From an optimization exercise on the open Yosys and OpenROAD flow, aimed at small area and a short achievable clock period; shortcuts taken in it are not production practice. Where RTL was checked, it was by simulation tests only, not by an equivalence proof against the original. Power figures rest on the tool's default switching activity, not on a simulated workload.

## main
// computing_core
module computing_core(
    input clk,
    input reset,
    input [31:0] data_kernel,
    input [31:0] data_in_0,
    output [31:0] data_out_0,
    output en,
    output reg done
    );
Size in the first run: about 2,500 cells after synthesis, ~550 flip-flops, about 29,000 sq um of cells after synthesis.
Settings: LEC_CHECK=0, ABC_CLOCK_PERIOD_IN_PS=2500, CAP_MARGIN=20, CORE_MARGIN=2, CORE_UTILIZATION=65, CTS_CLUSTER_DIAMETER=80, CTS_CLUSTER_SIZE=30, SETUP_SLACK_MARGIN=5, SLEW_MARGIN=20; clock period 8.0 ns.
standard.sh (not shown) runs the stock make flow with config.mk's settings and CLKGATE_MAP_FILE= SYNTH_SCRIPT=/design/flow/synth_recipe.tcl, a recipe that flattens the netlist after the stock synthesis.
==> flow/flow/run.sh <==
#!/bin/bash
# Own flow: the standard layout, with two changes to how the layout is made:
# the port buffers are plain buffers (buf_2) instead of the delay cells
# buffer_ports picks by default, and timing repair aims at a tighter setup margin.
# Each step's full output goes to a log file in the work folder.
set -uo pipefail
bash standard.sh synth > synth.log 2>&1 || { tail -n 50 synth.log; exit 1; }
bash standard.sh "BUFFER_PORTS_ARGS=-buffer_cell sky130_fd_sc_hd__buf_2" SETUP_SLACK_MARGIN=5.2 finish > layout.log 2>&1 || { tail -n 50 layout.log; exit 1; }
main was carried through to the last stage, and its layout satisfied the timing, design-rule and antenna checks.
Input changes introduced in the feature branch (baseline for comparison: main):
Settings: swapping 65 for 55 in CORE_UTILIZATION.
diff --git a/flow/flow/run.sh b/flow/flow/run.sh
--- a/flow/flow/run.sh
+++ b/flow/flow/run.sh
@@ -8 +8 @@
-bash standard.sh "BUFFER_PORTS_ARGS=-buffer_cell sky130_fd_sc_hd__buf_2" SETUP_SLACK_MARGIN=5.2 finish > layout.log 2>&1 || { tail -n 50 layout.log; exit 1; }
+bash standard.sh "BUFFER_PORTS_ARGS=-buffer_cell sky130_fd_sc_hd__buf_2" SETUP_SLACK_MARGIN=5.25 finish > layout.log 2>&1 || { tail -n 50 layout.log; exit 1; }
Notes after the runs:
- NOTE: power density over cell area in the feature branch exceeds that of main
- [the feature branch] clock network power rose about 22% relative to main
- From main to the feature branch the numbers moved as follows: fraction of met1 tracks used by global routing -4.7 points; final critical-path setup slack -0.013 ns; sum of routed wire segments on met1 +3000 um.

---

== run A ==
computing_core again, from the RTL that the note above started with.
export LEC_CHECK = 0
export ABC_CLOCK_PERIOD_IN_PS = 2500
export CAP_MARGIN = 20
export CORE_MARGIN = 2
export CORE_UTILIZATION = 65
export CTS_CLUSTER_DIAMETER = 80
export CTS_CLUSTER_SIZE = 30
export SETUP_SLACK_MARGIN = 5
export SLEW_MARGIN = 20
create_clock -name core_clock -period 8.0 [get_ports {clk}]
==> flow/flow/run.sh <==
#!/bin/bash
# Own flow: the standard layout with these changes to how the layout is made:
#  - after the standard synthesis, flow/faopt.py re-chooses the polarity of the
#    full-adder cells (a full adder is self-dual) to drop most of the inverters
#    Yosys's extract_fa leaves between them; registers and other cells are kept;
#  - the port buffers are plain buffers (buf_2) instead of the delay cells
#    buffer_ports picks by default;
#  - timing repair aims at a tighter setup margin.
# Each step's full output goes to a log file in the work folder.
set -uo pipefail
R=orfs/results/sky130hd/computing_core/base
bash standard.sh synth > synth.log 2>&1 || { tail -n 50 synth.log; exit 1; }
cp $R/1_2_yosys.v $R/1_2_yosys_standard.v
python3 flow/faopt.py $R/1_2_yosys_standard.v $R/1_2_yosys.v > faopt.log 2>&1 || { tail -n 20 faopt.log; exit 1; }
rm -f $R/1_synth.odb $R/1_synth.sdc
bash standard.sh "BUFFER_PORTS_ARGS=-buffer_cell sky130_fd_sc_hd__buf_2" SETUP_SLACK_MARGIN=5.2 finish > layout.log 2>&1 || { tail -n 50 layout.log; exit 1; }
Other scripts of this flow, unchanged in this note and not shown: flow/flow/faopt.py
diff inputs: run A => run B
-- flow/flow/run.sh --
<<< run A, line 14
python3 flow/faopt.py $R/1_2_yosys_standard.v $R/1_2_yosys.v > faopt.log 2>&1 || { tail -n 20 faopt.log; exit 1; }
rm -f $R/1_synth.odb $R/1_synth.sdc
bash standard.sh "BUFFER_PORTS_ARGS=-buffer_cell sky130_fd_sc_hd__buf_2" SETUP_SLACK_MARGIN=5.2 finish > layout.log 2>&1 || { tail -n 50 layout.log; exit 1; }
>>> run B, line 14
python3 flow/faopt.py $R/1_2_yosys_standard.v $R/1_2_yosys.v > faopt.log 2>&1 || { tail -n 20 faopt.log; exit 1; }
rm -f $R/1_synth.odb $R/1_synth.sdc
bash standard.sh "BUFFER_PORTS_ARGS=-buffer_cell sky130_fd_sc_hd__buf_2" SETUP_SLACK_MARGIN=5.2 "CTS_ARGS=-sink_clustering_enable -repair_clock_nets -sink_clustering_size 30 -sink_clustering_max_diameter 80 -dont_use_dummy_load" finish > layout.log 2>&1 || { tail -n 50 layout.log; exit 1; }
Notes after the runs:
- Run B and run A all finish clean.
- Run B falls short of run A in global-route wire length before repair.
- Core utilization (run B over run A): increase, 0.26 points
- reg2out as the critical path start-end classification was reported by run B, and reg2reg by run A.
- Any difference in sequential share of layout area between run B and run A is small enough to ignore.
- After detailed routing, run A needs less wire than run B.
- Relative to run A, the clock network power share of run B is lower by 2.0 points.
- The register-to-register slack on run A is in line with that on run B.
--- input diff run B..run C ---
-- flow/flow/run.sh --
<<< run B, line 14
python3 flow/faopt.py $R/1_2_yosys_standard.v $R/1_2_yosys.v > faopt.log 2>&1 || { tail -n 20 faopt.log; exit 1; }
rm -f $R/1_synth.odb $R/1_synth.sdc
bash standard.sh "BUFFER_PORTS_ARGS=-buffer_cell sky130_fd_sc_hd__buf_2" SETUP_SLACK_MARGIN=5.2 "CTS_ARGS=-sink_clustering_enable -repair_clock_nets -sink_clustering_size 30 -sink_clustering_max_diameter 80 -dont_use_dummy_load" finish > layout.log 2>&1 || { tail -n 50 layout.log; exit 1; }
>>> run C, line 14
python3 flow/faopt.py $R/1_2_yosys_standard.v $R/1_2_yosys.v > faopt.log 2>&1 || { tail -n 20 faopt.log; exit 1; }
rm -f $R/1_synth.odb $R/1_synth.sdc
bash standard.sh "BUFFER_PORTS_ARGS=-buffer_cell sky130_fd_sc_hd__buf_2" SETUP_SLACK_MARGIN=5.25 finish > layout.log 2>&1 || { tail -n 50 layout.log; exit 1; }
[summary]
Run C ended with every stage complete and zero timing, DRC or antenna violations.
Clock power came out higher on run C than on run B.
Antenna cell count down 1 in run C wrt run B
Run C — maximum net fanout on the critical path 25 higher, run B as reference
In run C the worst-case hold slack turned out 0.0060 ns lower than in run B.
Between run C and run B, the number of instances in the placed design does not differ in any meaningful way.
Wire: run C routes less than run B
Sort run C and run B by net switching power of the design asc -> top: run B
Run C against run B: number of setup buffers added after CTS -1, starting density of the core ~0 delta, final worst-path setup slack -0.045 ns.
> inputs changed (run C -> run D)
-- flow/flow/run.sh --
<<< run C, line 14
python3 flow/faopt.py $R/1_2_yosys_standard.v $R/1_2_yosys.v > faopt.log 2>&1 || { tail -n 20 faopt.log; exit 1; }
rm -f $R/1_synth.odb $R/1_synth.sdc
bash standard.sh "BUFFER_PORTS_ARGS=-buffer_cell sky130_fd_sc_hd__buf_2" SETUP_SLACK_MARGIN=5.25 finish > layout.log 2>&1 || { tail -n 50 layout.log; exit 1; }
>>> run D, line 14
python3 flow/faopt.py $R/1_2_yosys_standard.v $R/1_2_yosys.v > faopt.log 2>&1 || { tail -n 20 faopt.log; exit 1; }
rm -f $R/1_synth.odb $R/1_synth.sdc
bash standard.sh "BUFFER_PORTS_ARGS=-buffer_cell sky130_fd_sc_hd__buf_2" SETUP_SLACK_MARGIN=5.35 finish > layout.log 2>&1 || { tail -n 50 layout.log; exit 1; }
Notes after the runs:
Between run C and run D, the flow reports detailed placer's ending HPWL decreasing slightly.
NOTE routed wire length on met3 run C->run D increased by more than a quarter
Sort run D and run C by largest incremental delay on the critical path asc -> top: run D
Between run D and run C, detail-routed via count per cell is higher for run D, run C comes in under that.
Number of cells on the critical path for run D is lower than for run C.
Run D contains more vias than run C.
Of the two values seen for master of the slowest instance on the critical path, fa_1 was produced by run C and dfrtp_1 by run D.
The run showing the smaller global-route wire length before repair is run D.

---

05-11:
computing_core, a different RTL version from the one above (not shown whole).
Size: roughly 100 I/O pins.
clock: 8.0 ns
lec_check: 0
abc_clock_period_in_ps: 2500
cap_margin: 20
core_margin: 2
core_utilization: 40
setup_slack_margin: 5
slew_margin: 20
run.sh (not shown) runs the stock make flow with config.mk's settings and CLKGATE_MAP_FILE= SYNTH_SCRIPT=/design/flow/synth_recipe.tcl, a recipe that flattens the netlist after the stock synthesis.
Stock flow here: none of the scripts above is used.
05-11 was carried through to the last stage, and its layout satisfied the timing, design-rule and antenna checks.
The following lists how 04-20 was set up differently from 05-11:
--- a/flow/config.mk
+++ b/flow/config.mk
@@ -8 +7,0 @@
-export ABC_CLOCK_PERIOD_IN_PS = 2500
@@ -12 +10,0 @@
-export SETUP_SLACK_MARGIN = 5
### Flow results
- Routed wire in 04-20 totals less than in 05-11.
- The run with more setup slack is 05-11; 04-20 has less.
- Delta (04-20 minus 05-11): clock power saw an increase; design area saw a decrease; hold path depth saw little to no change.
- 05-11 → 04-20: total chip power down 1.6 mW, area growth from synthesis to layout down 3.6 points, first-pass GRT wire length down 1.5%.
Function was not checked in any run of this note: the RTL went through the layout flow alone.

---

computing_core with an RTL version that a note above also has.
Size in the first run: about 2,500 cells after synthesis, ~550 flip-flops, roughly 29,000 sq um of cells after synthesis.
Settings: LEC_CHECK=0, ABC_CLOCK_PERIOD_IN_PS=2500, CAP_MARGIN=20, CORE_MARGIN=2, CORE_UTILIZATION=65, CTS_CLUSTER_DIAMETER=80, CTS_CLUSTER_SIZE=30, SETUP_SLACK_MARGIN=5, SLEW_MARGIN=20; clock period 8.0 ns.
standard.sh (not shown) runs the stock make flow with config.mk's settings and CLKGATE_MAP_FILE= SYNTH_SCRIPT=/design/flow/synth_recipe.tcl, a recipe that flattens the netlist after the stock synthesis.
==> flow/flow/run.sh <==
#!/bin/bash
# Own flow: the standard layout, with two changes to how the layout is made:
# the port buffers are plain buffers (buf_2) instead of the delay cells
# buffer_ports picks by default, and timing repair aims at a tighter setup margin.
# Each step's full output goes to a log file in the work folder.
set -uo pipefail
bash standard.sh synth > synth.log 2>&1 || { tail -n 50 synth.log; exit 1; }
bash standard.sh "BUFFER_PORTS_ARGS=-buffer_cell sky130_fd_sc_hd__buf_2" SETUP_SLACK_MARGIN=5.25 finish > layout.log 2>&1 || { tail -n 50 layout.log; exit 1; }
Rerun with:
--- a/flow/flow/run.sh
+++ b/flow/flow/run.sh
@@ -6,3 +6,3 @@
 set -uo pipefail
 bash standard.sh synth > synth.log 2>&1 || { tail -n 50 synth.log; exit 1; }
-bash standard.sh "BUFFER_PORTS_ARGS=-buffer_cell sky130_fd_sc_hd__buf_2" SETUP_SLACK_MARGIN=5.25 finish > layout.log 2>&1 || { tail -n 50 layout.log; exit 1; }
+bash standard.sh "BUFFER_PORTS_ARGS=-buffer_cell sky130_fd_sc_hd__buf_2" SETUP_SLACK_MARGIN=5.2 finish > layout.log 2>&1 || { tail -n 50 layout.log; exit 1; }
Settings changed: CAP_MARGIN 20 to 5, SLEW_MARGIN 20 to 5.
- clock skew came out lower by 0.024 ns
- sequential power hardly moves
- critical path depth is unchanged
- maximum frequency is about the same
- die area does not change

-- separate check: timing with driven ports --
In the flow no input, the clock included, has a driving cell. The finished layouts below were timed again as built, in two steps.
Step 1: set_driving_cell puts a clkbuf_16 on clk and a buf_2 on each other input, an assumption about the parent block.
Step 2 times the ports against the registers' clock, not the clock port: input delays grow and output delays shrink by t, the midpoint of the rising clock arrivals with the driver on.
Three values: ideal, step 1, step 2; two values: the first two.
run	shift t [ns]	slack for setup (ns)	hold WS [ns]	worst setup path after step 2	worst register clock-pin slew, ns
main	0.667	5.240 / 5.178 / 5.148	0.335 / 0.335 / 0.335	input to register	0.11 / 0.11
the feature branch	0.637	5.228 / 5.228 / 5.154	0.327 / 0.327 / 0.327	input to register	0.11 / 0.11
run A	0.643	5.236 / 5.215 / 5.149	0.336 / 0.336 / 0.336	input to register	0.11 / 0.11
run B	0.632	5.245 / 5.190 / 5.155	0.334 / 0.334 / 0.334	input to register	0.11 / 0.11
run C	0.649	5.200 / 5.200 / 4.908	0.328 / 0.328 / 0.328	input to register	0.11 / 0.11
run D	0.689	5.231 / 5.174 / 5.057	0.336 / 0.336 / 0.336	input to register	0.11 / 0.11
05-11	0.665	4.497 / 4.497 / 4.497	0.322 / 0.322 / 0.322	register to register	0.06 / 0.06
04-20	0.664	3.880 / 3.880 / 3.880	0.324 / 0.324 / 0.324	register to register	0.06 / 0.06
the first run of note 4	0.673	5.242 / 5.182 / 5.124	0.331 / 0.331 / 0.331	input to register	0.11 / 0.11
the second run of note 4	0.667	5.240 / 5.178 / 5.148	0.335 / 0.335 / 0.335	input to register	0.11 / 0.11
After both steps setup and hold are still met in every run listed. The setup slack of run C, which loses most, moves by 0.000 ns with the drivers and by -0.292 ns with both steps.
